Context: an optimization exercise on an open-source flow, tuned for small area. The choices shown serve that exercise and are no tape-out recipe. Function was checked by simulation only, so behaviour that the tests miss may differ from the original.

<file path="config.mk">
export PLATFORM = sky130hd
export DESIGN_NAME = main_calc_cu
export DESIGN_NICKNAME = main_calc_cu
export VERILOG_FILES = /design/flow/design.v
export SDC_FILE = /design/flow/constraint.sdc
export NUM_CORES = 4
export LEC_CHECK = 0
export ABC_AREA = 1
export CAP_MARGIN = 40
export CORE_MARGIN = 2
export CORE_UTILIZATION = 40
export GPL_TIMING_DRIVEN = 0
export SLEW_MARGIN = 40
</file>
<file path="constraint.sdc">
create_clock -name core_clock -period 32.0 [get_ports {Clk}]
set_input_delay 6.4000 -clock core_clock [delete_from_list [all_inputs] [get_ports {Clk}]]
set_output_delay 6.4000 -clock core_clock [all_outputs]
set_load 0.01 [all_outputs]
</file>
<file path="design.v">
module calc_rca(a, b, ci, s, co);
  parameter W = 8;
  input  [W-1:0] a, b;
  input          ci;
  output [W-1:0] s;
  output         co;
  wire [W:0] c;
  assign c[0] = ci;
  genvar k;
  generate for (k = 0; k < W; k = k + 1) begin : bit_
    assign s[k] = a[k] ^ b[k] ^ c[k];
    assign c[k+1] = (a[k] & b[k]) | (a[k] & c[k]) | (b[k] & c[k]);
  end endgenerate
  assign co = c[W];
endmodule
module calc_multiplier(a, b, p);
  input  [23:0] a;
  input  [7:0]  b;
  output [23:0] p;
  wire [8:0] bb = {b, 1'b0};
  wire [23:0] V [3:0];
  wire [3:0] neg;
  wire [23:0] x2 = {a[22:0], 1'b0};
  genvar k;
  generate for (k = 0; k < 4; k = k + 1) begin : dig
    wire b0 = bb[2*k], b1 = bb[2*k+1], b2 = bb[2*k+2];
    wire one = b1 ^ b0;
    wire two = (b2 & !b1 & !b0) | (!b2 & b1 & b0);
    assign neg[k] = b2 & !(b1 & b0);
    assign V[k] = ((a & {24{one}}) | (x2 & {24{two}})) ^ {24{neg[k]}};
  end endgenerate
  wire [23:0] T1, T2, T3, T4;
  calc_rca #(24) r1(.a(V[0]), .b({V[1][21:0], 2'b00}), .ci(neg[0]), .s(T1), .co());
  assign T2[1:0] = T1[1:0];
  calc_rca #(22) r2(.a(T1[23:2]), .b({V[2][19:0], 2'b00}), .ci(neg[1]), .s(T2[23:2]), .co());
  assign T3[3:0] = T2[3:0];
  calc_rca #(20) r3(.a(T2[23:4]), .b({V[3][17:0], 2'b00}), .ci(neg[2]), .s(T3[23:4]), .co());
  assign T4[5:0] = T3[5:0];
  calc_rca #(18) r4(.a(T3[23:6]), .b({a[15:0] & {16{b[7]}}, 2'b00}), .ci(neg[3]), .s(T4[23:6]), .co());
  assign p = T4;
endmodule
module calc_divider(A, B, dq, dr);
  input  [7:0] A, B;
  output [7:0] dq, dr;
  wire [8:0] hz;
  assign hz[8] = 1'b1;
  genvar j, b;
  generate for (j = 7; j >= 0; j = j - 1) begin : hzg
    assign hz[j] = hz[j+1] & !B[j];
  end endgenerate
  wire [7:0] P [8:0];
  assign P[8] = 8'd0;
  generate for (j = 7; j >= 0; j = j - 1) begin : st
    localparam W = 8 - j;
    wire [W-1:0] T;
    if (W == 1) begin : t1
      assign T = A[j];
    end else begin : tn
      assign T = {P[j+1][W-2:0], A[j]};
    end
    wire [W:0] br;
    wire [W-1:0] d;
    assign br[0] = 1'b0;
    for (b = 0; b < W; b = b + 1) begin : bb
      assign d[b] = T[b] ^ B[b] ^ br[b];
      assign br[b+1] = (!T[b] & (B[b] | br[b])) | (B[b] & br[b]);
    end
    wire q = hz[W] & !br[W];
    assign dq[j] = q;
    if (W < 8) begin : pad
      assign P[j][7:W] = 0;
    end
    assign P[j][W-1:0] = q ? d : T;
  end endgenerate
  assign dr = P[0];
endmodule
module  main_calc_cu (Clk, Reset, dataInBus, btl, btr, btd, btu, btc,
			sel1, sel2, sel3, sel4, sel5, sel6, sel7,
			add, sub, div, mult, gcd, isprime, sqrt, done,
			num1_out, num2_out,
			textOut);
input [7:0] dataInBus;
input btl, btr, btd, btu, btc;
input Clk, Reset;
output sel1, sel2, sel3, sel4, sel5, sel6, sel7;
output add, sub, div, mult, gcd, isprime, sqrt, done;
output [8*32:0] textOut;
output [7:0] num1_out, num2_out;
localparam K_ADD = 3'd7, K_SUB = 3'd2, K_DIV = 3'd5, K_MULT = 3'd4,
           K_GCD = 3'd6, K_PRIME = 3'd0, K_POW = 3'd1;
localparam C_TITLE = 4'd0, C_IN1 = 4'd2, C_IN2 = 4'd3, C_CALC0 = 4'd6,
           C_CALC1 = 4'd5, C_DIVB = 4'd4, C_DONE = 4'd7, C_RESET = 4'd1;
localparam E_START = 3'd2, E_LA = 3'd3, E_LB = 3'd7, E_BEGIN = 3'd1,
           E_CALC = 3'd5, E_PH2 = 3'd0, E_DONE = 3'd6;
reg       mop;      
reg [2:0] mk;
reg       numf;
reg [3:0] tcode;    
reg [2:0] scode;    
wire      edone = (scode == C_DONE[2:0]);
assign sel1 = !mop && mk == K_ADD;
assign sel2 = !mop && mk == K_SUB;
assign sel3 = !mop && mk == K_DIV;
assign sel4 = !mop && mk == K_MULT;
assign sel5 = !mop && mk == K_GCD;
assign sel6 = !mop && mk == K_PRIME;
assign sel7 = !mop && mk == K_POW;
assign add     = mop && mk == K_ADD;
assign sub     = mop && mk == K_SUB;
assign div     = mop && mk == K_DIV;
assign mult    = mop && mk == K_MULT;
assign gcd     = mop && mk == K_GCD;
assign isprime = mop && mk == K_PRIME;
assign sqrt    = mop && mk == K_POW;
assign done    = 1'b0;
assign num1_out = {4'b0000, numf, 1'b0, numf, 1'b0};
assign num2_out = {numf, numf, 1'b0, numf, numf, numf, 1'b0, numf};
reg [2:0] nk;
always @* begin
  nk = mk;
  case (mk)
    K_ADD: if (btd) nk = K_GCD; else if (btr) nk = K_SUB; else if (btl) nk = K_MULT;
    K_SUB: if (btd) nk = K_PRIME; else if (btr) nk = K_DIV; else if (btl) nk = K_ADD;
    K_DIV: if (btd) nk = K_POW; else if (btl) nk = K_SUB; else if (btr) nk = K_MULT;
    K_MULT: if (btd) nk = K_POW; else if (btl) nk = K_DIV; else if (btr) nk = K_ADD;
    K_GCD: if (btd) nk = K_ADD; else if (btl) nk = K_POW; else if (btr) nk = K_PRIME;
    K_PRIME: if (btd) nk = K_SUB; else if (btl) nk = K_GCD; else if (btr) nk = K_POW;
    K_POW: if (btd) nk = K_DIV; else if (btl) nk = K_PRIME; else if (btr) nk = K_GCD;
    default: nk = mk;
  endcase
end
always @(posedge Clk, posedge Reset)
  if (Reset) begin
    mop <= 1'b0;
    mk <= K_ADD;
    numf <= 1'b0;
    tcode <= C_RESET;
  end else begin
    tcode <= mop ? {1'b0, scode} : {1'b1, mk};
    if (mop && mk == K_ADD)
      numf <= 1'b1;
    if (!mop) begin
      if (btc)
        mop <= 1'b1;
      else
        mk <= nk;
    end else if (edone && btc)
      mop <= 1'b0;
  end
reg [2:0]  est;
reg        Ready, flag;
reg [7:0]  A, B;        
reg [23:0] acc;
wire       addm = (mk == K_ADD);
wire [8:0] as_sum;
wire [7:0] ft = {A[6:0], 1'b0};
wire [7:0] asx = (mk == K_DIV) ? ft : A;
calc_rca #(8) u_as(.a(asx), .b(~B), .ci(!addm), .s(as_sum[7:0]), .co(as_sum[8]));
wire       a_lt_b = !as_sum[8];         
wire       a_eq_b = (A == B);
wire [23:0] mulp;
calc_multiplier u_mul(.a(acc), .b(A), .p(mulp));
wire [7:0] dq, dr;
calc_divider u_div(.A(A), .B(B), .dq(dq), .dr(dr));
wire bz = (B == 8'd0);
wire       fq = A[7] | as_sum[8];
wire [7:0] binc;
wire       binc_co;
calc_rca #(8) u_bi(.a(B), .b(8'd0), .ci(1'b1), .s(binc), .co(binc_co));
wire [2:0] i = acc[2:0];
wire       idn = (est == E_PH2);
wire [2:0] inext;
wire       inext_co;
calc_rca #(3) u_ic(.a(i), .b({idn, idn, 1'b1}), .ci(1'b0), .s(inext), .co(inext_co));
always @(posedge Clk)
  if (!mop) begin
    est <= E_START;
    scode <= C_TITLE[2:0];
  end else begin
    case (est)
      E_START: begin
        scode <= C_TITLE[2:0];
        Ready <= 1'b0;
        flag <= 1'b0;
        B <= 8'd2;
        if (btc)
          est <= E_LA;
      end
      E_LA: begin
        scode <= C_IN1[2:0];
        if (btc) begin
          A <= dataInBus;
          est <= (mk == K_PRIME) ? E_CALC : E_LB;
        end
      end
      E_LB: begin
        scode <= C_IN2[2:0];
        if (btc) begin
          B <= (mk == K_POW || mk == K_ADD) ? ~dataInBus : dataInBus;
          if (mk == K_POW) begin
            acc <= 24'd1;
            Ready <= (dataInBus == 8'd0);
          end
          if (mk == K_MULT || mk == K_GCD)    
            acc <= {8'd0, dataInBus, 8'd0};
          est <= (mk == K_DIV) ? E_BEGIN : E_CALC;
        end
      end
      E_BEGIN: begin
        scode <= C_DIVB[2:0];
        acc <= {bz ? 8'd0 : dq, 3'd0, !(bz || dr == 8'd0), 12'd0};
        A <= dr;
        Ready <= bz || (dr == 8'd0);
        est <= E_CALC;
      end
      E_CALC: begin
        scode <= Ready ? C_CALC1[2:0] : C_CALC0[2:0];
        case (mk)
          K_ADD, K_SUB: begin
            acc[23:12] <= {3'b000, as_sum};
            if (mk == K_SUB && a_lt_b) begin
              A <= B;
              B <= A;
              flag <= 1'b1;
            end
            if (btc)
              est <= E_DONE;
          end
          K_MULT: begin
            if (!flag) begin
              acc <= mulp;
              flag <= 1'b1;
            end
            if (btc)
              est <= E_DONE;
          end
          K_POW: begin
            if (!Ready) begin
              acc <= mulp;
              B <= binc;
              if (B == 8'hFE)
                Ready <= 1'b1;
            end else if (btc)
              est <= E_DONE;
          end
          K_PRIME: begin
            if (!Ready) begin
              if (dq[7:1] == 7'd0)
                Ready <= 1'b1;
              else if (dr == 8'd0) begin
                flag <= 1'b1;
                Ready <= 1'b1;
              end
              B <= binc;
            end else if (btc)
              est <= E_DONE;
          end
          K_GCD: begin
            if (!Ready) begin
              if (a_eq_b) begin
                if (i == 3'd0)
                  Ready <= 1'b1;
                else
                  est <= E_PH2;
              end else if (a_lt_b) begin
                A <= B;
                B <= A;
              end else begin
                case ({A[0], B[0]})
                  2'b11: A <= as_sum[7:0];
                  2'b10: B <= B >> 1;
                  2'b01: A <= A >> 1;
                  2'b00: begin
                    acc[2:0] <= inext;
                    A <= A >> 1;
                    B <= B >> 1;
                  end
                endcase
              end
            end else if (btc)
              est <= E_DONE;
          end
          default: begin  
            if (!Ready)
              est <= E_PH2;
            else if (btc)
              est <= E_DONE;
          end
        endcase
      end
      E_PH2: begin
        scode <= Ready ? C_CALC1[2:0] : C_CALC0[2:0];
        if (mk == K_GCD) begin
          if (!Ready) begin
            if (i == 3'd0)
              Ready <= 1'b1;
            else begin
              A <= ft;
              acc[2:0] <= inext;
            end
          end else if (btc)
            est <= E_DONE;
        end else begin  
          if (!Ready) begin
            A <= fq ? as_sum[7:0] : ft;
            acc[15:0] <= {acc[14:12], fq, acc[10:0], acc[15]};
            if (acc[11])
              Ready <= 1'b1;
            est <= E_CALC;
          end else if (btc)
            est <= E_DONE;
        end
      end
      default: begin  
        scode <= C_DONE[2:0];
        if (mk == K_ADD || mk == K_SUB)
          acc[23:12] <= {3'b000, as_sum};
        if (mk == K_GCD)
          acc[23:16] <= A;
      end
    endcase
  end
function [7:0] hx;
  input [3:0] d;
  hx = (d < 4'd10) ? (8'h30 + {4'd0, d}) : (8'h37 + {4'd0, d});
endfunction
wire [3:0] N0 = acc[23:20], N1 = acc[19:16], N2 = acc[15:12],
           N3 = acc[11:8],  N4 = acc[7:4],   N5 = acc[3:0];
reg [256:0] txt;
always @* begin
  txt = 257'd0;
  casez (tcode)
    C_RESET: txt[255:0] = "xxxxxxxxxxresetxxxxxxxxxxxxxxxxx";
    4'b1???: begin
      txt[255:0] = " Add Sub Div Mlt GCD isPrme Pow ";
      case (tcode[2:0])
        K_ADD: txt[255 - 8*0 -: 8] = "*";
        K_SUB: txt[255 - 8*4 -: 8] = "*";
        K_DIV: txt[255 - 8*8 -: 8] = "*";
        K_MULT: txt[255 - 8*12 -: 8] = "*";
        K_GCD: txt[255 - 8*16 -: 8] = "*";
        K_PRIME: txt[255 - 8*20 -: 8] = "*";
        K_POW: txt[255 - 8*27 -: 8] = "*";
        default: ;
      endcase
    end
    C_TITLE: case (mk)
      K_ADD:   txt[255:0] = "Addition        Adds 2 Numbers  ";
      K_SUB:   txt[255:0] = "Subtraction     Subs 2 Numbers  ";
      K_DIV:   txt[255:0] = "Division        Divides 2 Nums  ";
      K_MULT:  txt[255:0] = "Multiplication  *'s 2 Numbers   ";
      K_GCD:   txt[255:0] = "Finds the GCD   Of Two Numbers  ";
      K_PRIME: txt[255:0] = "Determinses if  A # is Prime    ";
      default: txt[255:0] = "Pow             Powers a Number ";
    endcase
    C_IN1:   txt[255:0] = "Input 1st #     Then Press Btnc ";
    C_IN2:   txt[255:0] = "Input 2nd #     Then Press Btnc ";
    C_CALC0: txt[255:0] = "Calculating...                  ";
    C_CALC1: txt[255:0] = "Calculating...  Press Btnc      ";
    C_DIVB:  txt = {1'b1, "alculating...  00.0             "};
    default: case (mk)  
      K_ADD:   txt[255:0] = {"The Sum is:     ", hx(N0), hx(N1), hx(N2), "             "};
      K_SUB:   txt[255:0] = {"The Diff is:    ", flag ? "-" : " ", hx(N1), hx(N2), "             "};
      K_DIV:   txt[255:0] = {"The Quotient is:", hx(N0), hx(N1), ".", hx(N3), hx(N4), hx(N5), hx(N2), "         "};
      K_MULT:  txt[255:0] = {"The Product is: ", hx(N0), hx(N1), hx(N2), hx(N3), "            "};
      K_GCD:   txt[255:0] = {"The GCD is:     ", hx(N0), hx(N1), "              "};
      K_PRIME: txt[255:0] = {"The Number is:  ", flag ? "not" : "   ", " Prime       "};
      default: txt[255:0] = {"The Power is:   ", hx(N0), hx(N1), hx(N2), hx(N3), hx(N4), hx(N5), "          "};
    endcase
  endcase
end
assign textOut = txt;
endmodule
</file>
<file path="flow/run.sh">
#!/bin/bash
# Own flow: the standard layout with
#  - synthesis as the standard one, but with an area-oriented ABC script (flow/area.abc:
#    deepsyn, then choice computation and amap);
#    flip-flops are mapped before ABC runs, so the registers are the standard synthesis's;
#  - the smallest buffer on every port;
#  - a small clock tree without dummy loads;
#  - synthesis buffers removed before placement, placement not timing driven
#    (GPL_TIMING_DRIVEN 0 in config.mk; SLEW_MARGIN and CAP_MARGIN 40 so that repair
#    buffers the high-fanout nets this leaves);
#  - one tie cell each for the constant-0 and constant-1 outputs.
# Each tool's output goes to flow.log here and to ORFS's own logs under orfs/logs.
set -euo pipefail
W=$(pwd)
# ORFS synth.tcl with the ABC script swapped for ours
sed 's|^  log_cmd abc {\*}\$abc_args|  set abc_args [lreplace $abc_args 1 1 '"$W"'/flow/area.abc]\n  log_cmd abc {*}$abc_args|' \
  "$FLOW_HOME/scripts/synth.tcl" > "$W/own_synth_body.tcl"
grep -q "flow/area.abc" "$W/own_synth_body.tcl"
sed "s|source \$::env(SCRIPTS_DIR)/synth.tcl|source $W/own_synth_body.tcl|" synth_recipe.tcl > "$W/own_synth.tcl"
grep -q own_synth_body "$W/own_synth.tcl"
sed "s|SYNTH_SCRIPT=[^ ]*|SYNTH_SCRIPT=$W/own_synth.tcl|" standard.sh > "$W/own_standard.sh"
grep -q own_synth.tcl "$W/own_standard.sh"
export BUFFER_PORTS_ARGS="-buffer_cell sky130_fd_sc_hd__buf_1"
export CTS_ARGS="-sink_clustering_enable -repair_clock_nets -dont_use_dummy_load -buf_list sky130_fd_sc_hd__clkbuf_8 -sink_clustering_size 30 -sink_clustering_max_diameter 100"
# remove the synthesis buffers before placement (timing-driven placement, which would, is off)
export PRE_GLOBAL_PLACE_TCL="$W/flow/pre_gpl.tcl"
# one tie cell for the constant outputs
export SKIP_REPAIR_TIE_FANOUT=1
bash "$W/own_standard.sh" > "$W/flow.log" 2>&1
</file>
<file path="flow/area.abc">
strash
&get -n
&deepsyn -T 60
&put
dch -f
amap
topo
stime -c
</file>
<file path="flow/pre_gpl.tcl">
remove_buffers
</file>
<file path="standard.sh">
#!/bin/bash
# synth_recipe.tcl (not shown) runs the flow's synth.tcl, then flattens the netlist and writes it again
# the make line also repeats each setting of config.mk as NAME=value (left out here)
make -C /OpenROAD-flow-scripts/flow DESIGN_CONFIG=/design/flow/config.mk WORK_HOME=/design/flow/orfs CLKGATE_MAP_FILE= SYNTH_SCRIPT=/design/flow/synth_recipe.tcl "${@:-finish}"
</file>
==> impl_metrics.json, run 1 <==
{
  "viasPerCell": 6.54,
  "synth_top_cell_by_area": "fa_1",
  "cts_buffer_depth": 2,
  "syn_to_final_growth_pct": 10.0,
  "fillers": 2886,
  "fin_crit_ps": 19740,
  "cap_viol_max_count": 0,
  "mostFrequentLayoutCells": "270 x nor2_1, 244 x buf_1, 209 x clkinv_1, 116 x o21ai_0",
  "tightest_slew_ps": 1000,
  "synthArstFlopShare": 0.158,
  "antenna_found_initial": 3,
  "wl_per_cell_um": 27.0,
  "ctsHoldBuffers": 0,
  "synth_edf_count": 42,
  "critPathArrivalTime_ps": 19790,
  "holdWs_ps": 431,
  "slew-limit-headroom": 0.329,
  "die_y_um": 168,
  "clk_latency_ps": 370,
  "grt_start_max_net_pins": 46,
  "syn_area_per_cell_um2": 7.36,
  "drt-initial-drc-count": 1861,
  "end_kind": "flop",
  "fin_crit_sh": 0.617,
  "fin_nets": 1811,
  "yosys_warnings": 3,
  "layout_commonest_cell": "nor2_1",
  "fmax_ghz": 0.0506,
  "vias": 12993,
  "coreArea_um2": 26700,
  "yosys.area.top_type_share": 0.202,
  "setup_violations": 0,
  "start_kind": "flop",
  "grt_pass1_wl_mm": 79.5,
  "rr_worst_depth": 55,
  "ant_nets": 0,
  "die-area_um2": 28300,
  "met2_length_mm": 24.4,
  "root_buffer": "clkbuf_8",
  "met3_length_mm": 5.62,
  "hold_viol_final": 0,
  "die_w_um": 168,
  "crit_top_cell": "fa_1",
  "finalClockSkew_ps": 19.5,
  "syn_area_um2": 10800,
  "path_clk_slew_ps": 80,
  "n_antenna_cell": 0,
  "wl_met1_mm": 20.1,
  "grt_use_total": 0.373,
  "grt_overflow_total": 0,
  "worstPathRequired_ps": 32050,
  "cp.depth": 55,
  "cts.sinks": 57,
  "place_congestion": 1.01,
  "grt_pass1_vias": 12173,
  "drt_wl_total_mm": 53.6,
  "path_max_fanout": 12,
  "portBuffers": 244,
  "initial_utilization": 0.404,
  "hpwl_mm": 43.1,
  "cp_num_buf_inv": 5,
  "slowest_stage": "edfxtp_1",
  "synthFlopType": "edfxtp_1",
  "dr.pass1.iters": 9,
  "slowest_delay_ps": 710,
  "pin_count": 303,
  "htree_levels": 3,
  "numCtsBuffers": 9,
  "ys_seq_area_frac": 0.149,
  "drv_slew": 0,
  "drive_gt1_frac": 0.0249,
  "outcome": "no timing/DRC/antenna violations",
  "hold-path-cell-count": 2,
  "drcViolationCount": 0,
  "fin_cells": 1988,
  "worstSetupPathType": "flop to flop",
  "cts_tree": "done",
  "netlist_instances": 1468,
  "cts_setup_buffers": 0,
  "synth_seq_cells": 57,
  "synth_area_leaders": "fa_1 20%, edfxtp_1 12%, nor2_1 9.8%, clkinv_1 7.3%, o22ai_1 5.7%",
  "top_layer_used": "met5",
  "synthDistinctLibCells": 55,
  "num_rows": 60,
  "synth_nets": 1630,
  "hold_class": "flop to flop",
  "crit_family": "adder cells",
  "rsz0062_at_grt": "false",
  "dpl.cell_count": 1977,
  "cts_resized": 0,
  "fin_setup_tns_ps": 0
}
-- Yosys cell counts, drive strengths merged, types with 9 or more instances --
cell type	n
a21oi	84
a222oi	31
a31oi	11
buf	80
clkinv	211
edfxtp	42
fa	109
ha	38
nand2	109
nand3	17
nor2	281
nor3	46
o21ai	121
o221ai	26
o22ai	99
or2	9
or3	23
-- metal layers --
layer / vias up / track usage
met4: 2 / 0.204
met5: - / 0
met1: 6293 / 0.478
met2: 921 / 0.591
met3: 194 / 0.0755
li1: 5583 / -
-- layout make-up --
class | count | area, um^2 | share of cell area
Multi-Input combinational cell | 1120 | 7940 | 0.668
Sequential cell | 57 | 1610 | 0.136
Timing Repair Buffer | 250 | 995 | 0.0837
Inverter | 211 | 795 | 0.0668
Tap cell | 341 | 427 | 0.0359
Clock buffer | 9 | 124 | 0.0104
-- worst paths after layout --
kind,startpoint,endpoint,slack [ps]
max in group asynchronous,Reset,mk[1],25820
worst max register to register,B[5],flag,12260
worst min-delay path,scode[0],tcode[0],430
min in group asynchronous,Reset,numf,5910
worst min register to register,scode[0],tcode[0],430
worst max-delay path,B[5],flag,12260
-- registers in the layout, summed over array words and instances, names as in the netlist --
register,flops
est,3
numf,1
scode,3
B,8
mk,3
Ready,1
acc,24
flag,1
tcode,4
A,8
mop,1
-- metrics by stage --
stage                     utilization  cell area (um^2)  setup slack, ps
after CTS                       0.444             11900            12380
after floorplan                     -             10800            14140
final                           0.445             11900            12260
after global routing            0.445             11900            11030
after global placement          0.433             11600            12090
after detailed placement        0.439             11700            12420
-- tightest hold or removal path, cell delays in order (launching register included) --
cell and delay (ps):
dfxtp_1 300, clkinv_1 50, o22ai_1 70
-- cells by family after synthesis --
group | Yosys count | share of synthesized area
and+or+nand+nor | 508 | 0.197
DFF | 57 | 0.149
AOI/OAI and AO/OA | 463 | 0.279
adders and majority gates | 147 | 0.246
buffers and inverters | 291 | 0.128
other | 2 | 0.000695
==> inputs of run 2 (changes only) <==
--- a/config.mk
+++ b/config.mk
@@ -8,3 +8,3 @@
 export ABC_AREA = 1
-export CAP_MARGIN = 40
+export CAP_MARGIN = 30
 export CORE_MARGIN = 2
@@ -12,2 +12,2 @@
 export GPL_TIMING_DRIVEN = 0
-export SLEW_MARGIN = 40
+export SLEW_MARGIN = 30
==> run 2 against run 1 <==
Net effect: still clean; fmax up 0.46%; first-iteration DRC count up 15%; wire length down 0.77%; synthesized area unchanged; register-to-register slack better by 90 ps; highest routed layer is now met4.
==> impl_metrics.json, run 2 <==
{
  "grt_start_max_net_pins": 46,
  "synthArstFlopShare": 0.158,
  "fin_crit_sh": 0.614,
  "worstPathRequired_ps": 32060,
  "drv_slew": 0,
  "synthDistinctLibCells": 55,
  "synthFlopType": "edfxtp_1",
  "setup_violations": 0,
  "synth_area_leaders": "fa_1 20%, edfxtp_1 12%, nor2_1 9.8%, clkinv_1 7.3%, o22ai_1 5.7%",
  "yosys_warnings": 3,
  "hold_viol_final": 0,
  "root_buffer": "clkbuf_8",
  "fin_setup_tns_ps": 0,
  "place_area_um2": 11700,
  "worst_slack_ps": 12350,
  "ys_seq_area_frac": 0.149,
  "yosys.area.top_type_share": 0.202,
  "met3_length_mm": 5.12,
  "ant_nets": 0,
  "startpoint": "B[5]",
  "portBuffers": 244,
  "fmax_ghz": 0.0509,
  "critPathArrivalTime_ps": 19710,
  "rsz0062_at_grt": "false",
  "antenna_found_initial": 0,
  "largest_reg_flops": 24,
  "wl_per_cell_um": 26.8,
  "place_congestion": 1.01,
  "cts_tree": "done",
  "ctsHoldBuffers": 0,
  "syn_area_per_cell_um2": 7.36,
  "end_kind": "flop",
  "layout_commonest_cell": "nor2_1",
  "slew-limit-headroom": 0.321,
  "die-area_um2": 28300,
  "synth_nets": 1630,
  "cts_buffer_depth": 2,
  "met2_length_mm": 24.2,
  "vias": 12890,
  "crit_end": "flag",
  "path_clk_slew_ps": 70,
  "place_ws_ps": 12110,
  "crit_top_cell": "fa_1",
  "reg_top3": "acc (24), A (8), B (8)",
  "start_kind": "flop",
  "grt_pass1_vias": 12095,
  "n_antenna_cell": 0,
  "mostFrequentLayoutCells": "272 x nor2_1, 244 x buf_1, 209 x clkinv_1, 118 x o21ai_0",
  "synth_edf_count": 42,
  "synth_seq_cells": 57,
  "netlist_instances": 1468,
  "finalClockSkew_ps": 19.2,
  "hpwl_mm": 43.1,
  "drt-initial-drc-count": 2133,
  "hold_class": "flop to flop",
  "path_max_fanout": 12,
  "drt_wl_total_mm": 53.2,
  "num_rows": 60,
  "syn_area_um2": 10800,
  "htree_levels": 3,
  "fin_area_um2": 11800,
  "drive_gt1_frac": 0.0225,
  "die_w_um": 168,
  "grt_pass1_wl_mm": 78.3,
  "syn_to_final_growth_pct": 9.46,
  "worstSetupPathType": "flop to flop",
  "cts_resized": 0,
  "synth_top_cell_by_area": "fa_1",
  "fillers": 2875,
  "fin_nets": 1811,
  "cap_viol_max_count": 0,
  "cts.sinks": 57,
  "reg2reg_to": "flag",
  "numCtsBuffers": 9,
  "yosys-top-cells-count": "281 x nor2_1, 211 x clkinv_1, 121 x o21ai_0",
  "pin_count": 303,
  "cts_setup_buffers": 0,
  "slowest_delay_ps": 720,
  "grt_use_total": 0.369,
  "r2r_setup_slack_ps": 12350,
  "tightest_slew_ps": 993,
  "grt_overflow_total": 0,
  "clk_latency_ps": 380,
  "synth_most_common_cell": "nor2_1",
  "largest-register": "acc",
  "viasPerCell": 6.48,
  "coreArea_um2": 26700,
  "initial_utilization": 0.404,
  "drcViolationCount": 0,
  "wl_met1_mm": 20.4,
  "r2r_start": "B[5]",
  "top_layer_used": "met4",
  "die_y_um": 168,
  "fin_crit_ps": 19660,
  "outcome": "no timing/DRC/antenna violations",
  "dr.pass1.iters": 8,
  "slowest_stage": "edfxtp_1",
  "rr_worst_depth": 55
}
[run 2: per-stage QoR]
step | hold WS, ps | cells | utilization
5_1_grt | 446 | 1988 | 0.443
4_1_cts | 425 | 1988 | 0.442
2_1_floorplan | 395 | 1468 | -
6_report | 428 | 1988 | 0.443
3_5_place_dp | 413 | 1979 | 0.437
3_3_place_gp | 411 | 1973 | 0.433
[run 2: how the worst min path moves through the flow]
| stage | start | end | slack [ps] | cells past startpoint |
|---|---|---|---|---|
| after floorplan | scode[0] | tcode[0] | 400 | 2 |
| after global placement | scode[0] | tcode[0] | 410 | 2 |
| after detailed placement | scode[0] | tcode[0] | 410 | 2 |
| after CTS | scode[0] | tcode[0] | 420 | 2 |
| after global routing | scode[2] | mop | 450 | 1 |
| final | scode[0] | tcode[0] | 430 | 2 |
[run 2: final cells by class]
cell class	count	area, um^2	share of cell area
clock buffer	9	124	0.0105
inverter	211	793	0.0671
multi-input combinational	1120	7890	0.667
sequential	57	1610	0.136
tap	341	427	0.0361
timing repair buffer	250	983	0.0832
[run 2: cell families after synthesis]
kind of cell	synth area share
AND/OR/NAND/NOR	0.197
AO/OA/AOI/OAI	0.279
buffers and inverters	0.128
adder cells (fa/ha/maj)	0.246
flip-flops	0.149
other	0.000695
[run 2: worst max-delay path, delay by kind of cell (launching register included)]
family | cells | cell delay [ps]
compound gates | 8 | 2150
simple gates | 14 | 4810
flops | 1 | 720
buf+inv | 5 | 820
fa+ha+maj | 28 | 10810
[run 2: per-layer routing]
metal,up-vias,track usage
met3,170,0.0599
met5,-,0
li1,5574,-
met2,909,0.583
met4,0,0.214
met1,6237,0.480
==> inputs of run 3 (changes only) <==
--- a/flow/run.sh
+++ b/flow/run.sh
@@ -8,3 +8,3 @@
 #  - synthesis buffers removed before placement, placement not timing driven
-#    (GPL_TIMING_DRIVEN 0 in config.mk; SLEW_MARGIN and CAP_MARGIN 40 so that repair
+#    (GPL_TIMING_DRIVEN 0 in config.mk; SLEW_MARGIN and CAP_MARGIN 30 so that repair
 #    buffers the high-fanout nets this leaves);
==> run 3 against run 2 <==
Net effect: still clean on timing, DRC and antenna; count of clock-buffer cells in the layout unchanged; register-to-register slack about the same; worst hold slack unchanged; clock skew unchanged; worst setup slack unchanged.
==> impl_metrics.json, run 3 <==
{
  "ant_nets": 0,
  "worstSetupPathType": "flop to flop",
  "n_antenna_cell": 0,
  "synth_top_cell_by_area": "fa_1",
  "grt_use_total": 0.369,
  "fin_crit_sh": 0.614,
  "fin_cells": 1988,
  "synthArstFlopShare": 0.158,
  "htree_levels": 3,
  "yosys-top-cells-count": "281 x nor2_1, 211 x clkinv_1, 121 x o21ai_0",
  "path_max_fanout": 12,
  "cts_resized": 0,
  "synthDistinctLibCells": 55,
  "ctsHoldBuffers": 0,
  "yosys_warnings": 3,
  "largest_reg_flops": 24,
  "end_kind": "flop",
  "drt-initial-drc-count": 2133,
  "fmax_ghz": 0.0509,
  "start_kind": "flop",
  "slew-limit-headroom": 0.321,
  "place_area_um2": 11700,
  "grt_start_max_net_pins": 46,
  "cts.sinks": 57,
  "synthFlopType": "edfxtp_1",
  "wl_per_cell_um": 26.8,
  "finalClockSkew_ps": 19.2,
  "num_rows": 60,
  "drcViolationCount": 0,
  "pin_count": 303,
  "grt_overflow_total": 0,
  "mostFrequentLayoutCells": "272 x nor2_1, 244 x buf_1, 209 x clkinv_1, 118 x o21ai_0",
  "yosys.area.top_type_share": 0.202,
  "drv_slew": 0,
  "fin_area_um2": 11800,
  "fin_nets": 1811,
  "cts_buffer_depth": 2,
  "fin_crit_ps": 19660,
  "fillers": 2875,
  "hold_viol_final": 0,
  "slowest_delay_ps": 720,
  "cts_setup_buffers": 0,
  "syn_area_um2": 10800,
  "synth_nets": 1630,
  "place_congestion": 1.01,
  "layout_commonest_cell": "nor2_1",
  "worstPathRequired_ps": 32060,
  "drive_gt1_frac": 0.0225,
  "path_clk_slew_ps": 70,
  "synth_edf_count": 42,
  "critPathArrivalTime_ps": 19710,
  "coreArea_um2": 26700,
  "fin_setup_tns_ps": 0,
  "dr.pass1.iters": 8,
  "drt_wl_total_mm": 53.2,
  "syn_area_per_cell_um2": 7.36,
  "setup_violations": 0,
  "hpwl_mm": 43.1,
  "cap_viol_max_count": 0,
  "cts_tree": "done",
  "dpl.cell_count": 1979,
  "tightest_slew_ps": 993,
  "syn_to_final_growth_pct": 9.46,
  "grt_pass1_vias": 12095,
  "rsz0062_at_grt": "false",
  "initial_utilization": 0.404,
  "hold_class": "flop to flop",
  "reg_top3": "acc (24), A (8), B (8)",
  "die-area_um2": 28300,
  "hold-path-cell-count": 2,
  "antenna_found_initial": 0,
  "rr_worst_depth": 55,
  "ys_seq_area_frac": 0.149,
  "largest-register": "acc",
  "synth_most_common_cell": "nor2_1",
  "die_y_um": 168,
  "outcome": "no timing/DRC/antenna violations",
  "numCtsBuffers": 9,
  "die_w_um": 168,
  "portBuffers": 244,
  "vias": 12890,
  "viasPerCell": 6.48,
  "crit_top_cell": "fa_1",
  "synth_area_leaders": "fa_1 20%, edfxtp_1 12%, nor2_1 9.8%, clkinv_1 7.3%, o22ai_1 5.7%",
  "synth_seq_cells": 57,
  "clk_latency_ps": 380,
  "grt_pass1_wl_mm": 78.3,
  "netlist_instances": 1468,
  "root_buffer": "clkbuf_8",
  "slowest_stage": "edfxtp_1"
}
[run 3: cell counts after synthesis]
No cell type changed its count.
[run 3: path summary, 6_finish.rpt]
check / from / endpoint / slack [ps]
max: B[5] / flag / 12350
min: scode[0] / tcode[0] / 430
max reg2reg: B[5] / flag / 12350
min reg2reg: scode[0] / tcode[0] / 430
max in group asynchronous: Reset / mk[2] / 25820
min in group asynchronous: Reset / numf / 5910
[run 3: kinds of logic after synthesis]
kind of cell,synth area share
AND/OR/NAND/NOR,0.197
adder cells (fa/ha/maj),0.246
other,0.000695
buffers and inverters,0.128
AO/OA/AOI/OAI,0.279
flip-flops,0.149
[run 3: critical path, delay by kind of cell, from the launching register on]
family | cells | cell delay [ps]
buffers and inverters | 5 | 820
AO/OA/AOI/OAI | 8 | 2150
adder cells (fa/ha/maj) | 28 | 10810
flip-flops | 1 | 720
AND/OR/NAND/NOR | 14 | 4810
[run 3: layout make-up]
cell class | count | area (um^2) | area share
clock buffers | 9 | 124 | 0.0105
inverters | 211 | 793 | 0.0671
multi-input cells | 1120 | 7890 | 0.667
flip-flops and latches | 57 | 1610 | 0.136
well taps | 341 | 427 | 0.0361
repair buffers | 250 | 983 | 0.0832
[run 3: routing by layer]
metal | share of wire | global-route usage | up-vias
met2 | 0.45 | 0.583 | 909
met4 | 0.067 | 0.214 | 0
met5 | 0 | 0 | -
met1 | 0.38 | 0.480 | 6237
li1 | - | - | 5574
met3 | 0.096 | 0.0599 | 170
[run 3: stage by stage]
stage	util	worst slack (ps)	hold slack, ps
6_report	0.443	12350	428
5_1_grt	0.443	11090	446
2_1_floorplan	-	14140	395
3_5_place_dp	0.437	12110	413
4_1_cts	0.442	12070	425
3_3_place_gp	0.433	12090	411

what the ideal ports hide:
Ports are ideal in the flow. The routed layouts listed here were re-timed in OpenROAD. Step 1 sets driving cells, clkbuf_16 on the clock port and buf_2 on the other inputs (assumed; they add their load-dependent delay and slew). Step 2 adds t to the input delays and takes it off the output delays; t is the mean of the earliest and latest rising clock arrival at the registers after step 1. Input paths then give back, and output paths get back, about the clock's delay inside the block. Three values: ideal ports, drivers, drivers and shift; two values: the first two.
run	t (ns)	slack for setup (ns)	worst hold slack (ns)	pins driven straight from the clock port
run 1	0.400	12.255 / 12.255 / 12.255	0.431 / 0.431 / 0.431	1
run 2	0.402	12.345 / 12.345 / 12.345	0.428 / 0.428 / 0.428	1
run 3	0.402	12.345 / 12.345 / 12.345	0.428 / 0.428 / 0.428	1
After both steps every run listed still meets setup and hold.
